What follows belongs to an exercise in optimizing a design on an open flow for small area; a production flow would make more cautious choices. Where RTL was checked, it was by simulation tests only, not by an equivalence proof against the original.

==> run a <==
// ACTIVEPRO
module ACTIVEPRO (
    input       RESET,
    input       SYS_CLOCK,                
    output reg  ACTIVE_DATA ,             
    output reg  ACTIVE_CLOCK,             
    input [511:0] ACTIVE_MESSAGE,         
    input [5:0] ACTIVE_CHANNEL,           
    input  ACTIVE_WR                      
    );
==> module ACTIVEPRO, before the edit <==
module ACTIVEPRO (
    input       RESET,
    input       SYS_CLOCK,                
    output reg  ACTIVE_DATA ,             
    output reg  ACTIVE_CLOCK,             
    input [511:0] ACTIVE_MESSAGE,         
    input [5:0] ACTIVE_CHANNEL,           
    input  ACTIVE_WR                      
    );
    reg [63:0][7:0] ACTIVE_MESSAGE_LATCHED; 
    reg [7:0] MESSAGE_LENGTH;
    reg [14:0] state;
    wire clockstate;
    wire [2:0] bitcount;
    wire [7:0] bytecount;
    assign clockstate = state[0];
    assign bitcount[2:0] = state[3:1];
    assign bytecount[7:0] = state[11:4];
    wire [7:0] FIRST_BYTE;
    assign FIRST_BYTE = 8'h7F;
    wire [7:0] SECOND_BYTE;
    assign SECOND_BYTE = (ACTIVE_CHANNEL & 8'h3F) | 8'h40;
    reg [7:0] clock_divider;
    reg [7:0] NEW_LENGTH;
    always @*
    begin
        NEW_LENGTH = 8'd66;
        for (int x = 63; x >= 1; x--)
            if (ACTIVE_MESSAGE[8*x +: 8] == 8'h0)
                NEW_LENGTH = x + 2;         
    end
    always @ (posedge SYS_CLOCK)
    begin
        if (RESET)
        begin
            state <= 0;
            ACTIVE_CLOCK <= 0;
            ACTIVE_DATA <= 0;
        end
        else
        begin
            if (state)
            begin
                state <= state + 1;
                if (clockstate == 1)    
                begin
                    ACTIVE_CLOCK <= 0;
                    if (bytecount == 0)
                        ACTIVE_DATA <= FIRST_BYTE[7-bitcount];
                    else if (bytecount == 1)
                        ACTIVE_DATA <= SECOND_BYTE[7-bitcount];
                    else
                        ACTIVE_DATA <= ACTIVE_MESSAGE_LATCHED[MESSAGE_LENGTH - bytecount - 1][7-bitcount];
                end
                else if (clockstate == 0)  ACTIVE_CLOCK <= 1;
                if (bytecount >= MESSAGE_LENGTH) state <= 0;
            end
            else         
            begin
                if (ACTIVE_WR) 
                begin
                    state <= 1;      
                    ACTIVE_MESSAGE_LATCHED <= ACTIVE_MESSAGE;
                    MESSAGE_LENGTH <= NEW_LENGTH;
                end
            end
        end
    end
endmodule 
make LEC_CHECK=0 CAP_MARGIN=20 CORE_MARGIN=2 CORE_UTILIZATION=50 PLACE_DENSITY=0.6 SLEW_MARGIN=20 finish   # period 10.0 ns
run.sh (not shown) runs the stock make flow with config.mk's settings and CLKGATE_MAP_FILE= SYNTH_SCRIPT=/design/flow/synth_recipe.tcl, a recipe that flattens the netlist after the stock synthesis.
==> run b: changes against run a <==
==> flow/design.v (replaced) <==
module ACTIVEPRO (
    input       RESET,
    input       SYS_CLOCK,                
    output reg  ACTIVE_DATA ,             
    output reg  ACTIVE_CLOCK,             
    input [511:0] ACTIVE_MESSAGE,         
    input [5:0] ACTIVE_CHANNEL,           
    input  ACTIVE_WR                      
    );
    localparam L = 513;
    reg          busy;                    
    reg          idle;                    
    reg [10:0]   cnt;                     
    reg [5:0]    X;                       
    reg [L-1:0]  ring;
    wire [L-1:0] mp;
    genvar g;
    generate
        for (g = 0; g < 512; g = g + 1) begin : perm
            assign mp[(2*g) % L] = ACTIVE_MESSAGE[g];
        end
    endgenerate
    assign mp[511] = 1'b0;
    always @ (posedge SYS_CLOCK)
        ring <= ~(({ring[L-2:0], ring[L-1]} | {L{idle}}) & (mp | {L{busy}}));
    wire [63:0] tap;
    generate
        for (g = 0; g < 64; g = g + 1) begin : taps
            assign tap[g] = ring[(16*g + 46) % L];
        end
    endgenerate
    wire [6:0] B = cnt[10:4];             
    wire [2:0] bitn = cnt[3:1];
    wire [31:0] det;
    generate
        for (g = 0; g < 32; g = g + 1) begin : dets
            localparam integer Q = (16*(2*g+2) + 2*(g % 8)) % L;
            assign det[g] = &{ring[(Q+14) % L], ring[(Q+12) % L], ring[(Q+10) % L], ring[(Q+8) % L],
                              ring[(Q+6) % L],  ring[(Q+4) % L],  ring[(Q+2) % L],  ring[Q]};
        end
    endgenerate
    wire       search = B[6] & (B[1] ^ B[0]) & cnt[0];    
    wire [3:0] hit;
    generate
        for (g = 0; g < 4; g = g + 1) begin : hits
            assign hit[g] = det[8*g + bitn];
        end
    endgenerate
    wire [1:0] a = hit[0] ? 2'd0 : hit[1] ? 2'd1 : hit[2] ? 2'd2 : 2'd3;
    wire [5:0] cand = {a, bitn, ~B[1]};
    wire       take = search & (|hit) & (cand < X);
    wire       last = (B == {1'b0, X});
    wire [7:0] SECOND_BYTE = {2'b01, ACTIVE_CHANNEL};
    reg        dbit;
    always @*
    begin
        if (B[6] && B[1:0] == 2'b01)       dbit = (bitn != 3'd0);
        else if (B[6] && B[1:0] == 2'b10)  dbit = SECOND_BYTE[7-bitn];
        else                               dbit = ~tap[X];
    end
    always @ (posedge SYS_CLOCK)
    begin
        cnt <= busy ? cnt + 11'd1 : {7'd125, 4'd1};
        if (!busy)     X <= 6'd63;
        else if (take) X <= cand;
    end
    always @ (posedge SYS_CLOCK)
    begin
        if (RESET)
        begin
            busy <= 1'b0;
            idle <= 1'b1;
            ACTIVE_CLOCK <= 1'b0;
            ACTIVE_DATA <= 1'b0;
        end
        else
        begin
            busy <= busy ? !last : ACTIVE_WR;
            idle <= idle ? !ACTIVE_WR : last;
            if (busy)
            begin
                ACTIVE_CLOCK <= !cnt[0];
                if (cnt[0]) ACTIVE_DATA <= dbit;
            end
        end
    end
endmodule
==> flow/flow/run.sh (new file) <==
#!/bin/bash
# Standard layout, with the port buffers made from the smallest buffer cell.
set -euo pipefail
export BUFFER_PORTS_ARGS="-buffer_cell sky130_fd_sc_hd__buf_1"
bash standard.sh finish > standard_flow.log 2>&1
==> flow/standard.sh (new file) <==
#!/bin/bash
# synth_recipe.tcl (not shown) runs the flow's synth.tcl, then flattens the netlist and writes it again
# the make line also repeats each setting of config.mk as NAME=value (left out here)
make -C /OpenROAD-flow-scripts/flow DESIGN_CONFIG=/design/flow/config.mk WORK_HOME=/design/flow/orfs CLKGATE_MAP_FILE= SYNTH_SCRIPT=/design/flow/synth_recipe.tcl "${@:-finish}"
--- a/flow/config.mk
+++ b/flow/config.mk
@@ -6,7 +6,10 @@
 export NUM_CORES = 4
 export LEC_CHECK = 0
-export CAP_MARGIN = 20
+export CAP_MARGIN = 0
 export CORE_MARGIN = 2
-export CORE_UTILIZATION = 50
-export PLACE_DENSITY = 0.6
-export SLEW_MARGIN = 20
+export CORE_UTILIZATION = 60
+export CTS_BUF_LIST = sky130_fd_sc_hd__clkbuf_8
+export CTS_CLUSTER_DIAMETER = 100
+export CTS_CLUSTER_SIZE = 18
+export PLACE_DENSITY = 0.7
+export SLEW_MARGIN = 0
removed: flow/run.sh
==> run c: changes against run a <==
==> flow/design.v (replaced) <==
module ACTIVEPRO (
    input       RESET,
    input       SYS_CLOCK,                
    output reg  ACTIVE_DATA ,             
    output reg  ACTIVE_CLOCK,             
    input [511:0] ACTIVE_MESSAGE,         
    input [5:0] ACTIVE_CHANNEL,           
    input  ACTIVE_WR                      
    );
    localparam L = 513;
    reg          busy;                    
    reg          idle;                    
    reg [10:0]   cnt;                     
    reg [5:0]    X;                       
    reg [L-1:0]  ring;
    wire [L-1:0] mp;
    genvar g;
    generate
        for (g = 0; g < 512; g = g + 1) begin : perm
            assign mp[(2*g) % L] = ACTIVE_MESSAGE[g];
        end
    endgenerate
    assign mp[511] = 1'b0;
    always @ (posedge SYS_CLOCK)
        ring <= ~(({ring[L-2:0], ring[L-1]} | {L{idle}}) & (mp | {L{busy}}));
    wire [63:0] tap;
    generate
        for (g = 0; g < 64; g = g + 1) begin : taps
            assign tap[g] = ring[(16*g + 46) % L];
        end
    endgenerate
    wire [6:0] B = cnt[10:4];             
    wire [2:0] bitn = cnt[3:1];
    wire [31:0] det;
    generate
        for (g = 0; g < 32; g = g + 1) begin : dets
            localparam integer Q = (16*(2*g+2) + 2*(g % 8)) % L;
            assign det[g] = &{ring[(Q+14) % L], ring[(Q+12) % L], ring[(Q+10) % L], ring[(Q+8) % L],
                              ring[(Q+6) % L],  ring[(Q+4) % L],  ring[(Q+2) % L],  ring[Q]};
        end
    endgenerate
    wire       search = B[6] & (B[1] ^ B[0]) & cnt[0];    
    wire [3:0] hit;
    generate
        for (g = 0; g < 4; g = g + 1) begin : hits
            assign hit[g] = det[8*g + bitn];
        end
    endgenerate
    wire [1:0] a = hit[0] ? 2'd0 : hit[1] ? 2'd1 : hit[2] ? 2'd2 : 2'd3;
    wire [5:0] cand = {a, bitn, ~B[1]};
    wire       take = search & (|hit) & (cand < X);
    wire       last = (B == {1'b0, X});
    wire [7:0] SECOND_BYTE = {2'b01, ACTIVE_CHANNEL};
    reg        dbit;
    always @*
    begin
        if (B[6] && B[1:0] == 2'b01)       dbit = (bitn != 3'd0);
        else if (B[6] && B[1:0] == 2'b10)  dbit = SECOND_BYTE[7-bitn];
        else                               dbit = ~tap[X];
    end
    always @ (posedge SYS_CLOCK)
    begin
        cnt <= busy ? cnt + 11'd1 : {7'd125, 4'd1};
        if (!busy)     X <= 6'd63;
        else if (take) X <= cand;
    end
    always @ (posedge SYS_CLOCK)
    begin
        if (RESET)
        begin
            busy <= 1'b0;
            idle <= 1'b1;
            ACTIVE_CLOCK <= 1'b0;
            ACTIVE_DATA <= 1'b0;
        end
        else
        begin
            busy <= busy ? !last : ACTIVE_WR;
            idle <= idle ? !ACTIVE_WR : last;
            if (busy)
            begin
                ACTIVE_CLOCK <= !cnt[0];
                if (cnt[0]) ACTIVE_DATA <= dbit;
            end
        end
    end
endmodule
==> flow/flow/run.sh (new file) <==
#!/bin/bash
# Standard layout, with the port buffers made from the smallest buffer cell.
set -euo pipefail
export BUFFER_PORTS_ARGS="-buffer_cell sky130_fd_sc_hd__buf_1"
bash standard.sh finish > standard_flow.log 2>&1
==> flow/standard.sh (new file) <==
#!/bin/bash
# synth_recipe.tcl (not shown) runs the flow's synth.tcl, then flattens the netlist and writes it again
# the make line also repeats each setting of config.mk as NAME=value (left out here)
make -C /OpenROAD-flow-scripts/flow DESIGN_CONFIG=/design/flow/config.mk WORK_HOME=/design/flow/orfs CLKGATE_MAP_FILE= SYNTH_SCRIPT=/design/flow/synth_recipe.tcl "${@:-finish}"
--- a/flow/config.mk
+++ b/flow/config.mk
@@ -6,7 +6,10 @@
 export NUM_CORES = 4
 export LEC_CHECK = 0
-export CAP_MARGIN = 20
+export CAP_MARGIN = 0
 export CORE_MARGIN = 2
 export CORE_UTILIZATION = 50
+export CTS_BUF_LIST = sky130_fd_sc_hd__clkbuf_16
+export CTS_CLUSTER_DIAMETER = 80
+export CTS_CLUSTER_SIZE = 32
 export PLACE_DENSITY = 0.6
-export SLEW_MARGIN = 20
+export SLEW_MARGIN = 0
removed: flow/run.sh
==> flow_summary.json <==
{
  "status": "timing/DRC/antenna clean",
  "chipWidth_um": 169,
  "synth-compound-area-share_pct": 21.4,
  "syn_area_per_cell_um2": 11.4,
  "buf_share_pct": 10.9,
  "grt_usage_pct": 31.7
}
The numbers above come from run b.

==> flow_summary.json <==
{
  "synth-compound-area-share_pct": 5.38,
  "path_clk_slew_ns": 0.06,
  "syn_area_per_cell_um2": 17.4,
  "timing.final.ws_setup_ns": 5.50,
  "wirelength_met1_um": 26000,
  "chipWidth_um": 217,
  "grt_usage_pct": 29.1,
  "clk_share_pct": 5.78,
  "status": "timing/DRC/antenna clean"
}
The numbers above come from run a.

==> flow_summary.json <==
{
  "status": "timing/DRC/antenna clean",
  "synth-compound-area-share_pct": 21.4,
  "grt_usage_pct": 27.1,
  "syn_area_per_cell_um2": 11.4,
  "chipWidth_um": 185
}
The numbers above come from run c.

Only the layout flow was run in run a; the RTL was not checked for function there.

==> separate check: timing with driven ports <==
Ports are ideal in the flow. The routed layouts listed here were re-timed in OpenROAD. Step 1 sets driving cells, clkbuf_16 on the clock port and buf_2 on the other inputs (assumed; they add their load-dependent delay and slew). Step 2 adds t to the input delays and takes it off the output delays; t is the mean of the earliest and latest rising clock arrival at the registers after step 1. Input paths then give back, and output paths get back, about the clock's delay inside the block. a / b / c = ideal ports / drivers / drivers and shift; a / b = the first two.
run | shift t [ns] | setup slack, ns | worst register clock-pin slew, ns | worst slew at a driven data input, ns
run a | 0.661 | 5.495 / 5.524 / 4.869 | 0.06 / 0.06 | 0.15
run b | 0.598 | 6.568 / 6.568 / 6.391 | 0.11 / 0.11 | 0.10
run c | 0.599 | 6.078 / 6.078 / 6.078 | 0.12 / 0.12 | 0.09
After both steps setup and hold are still met in every run listed. For run a, which loses most, drivers alone change the setup slack by +0.029 ns; drivers and shift together by -0.626 ns.
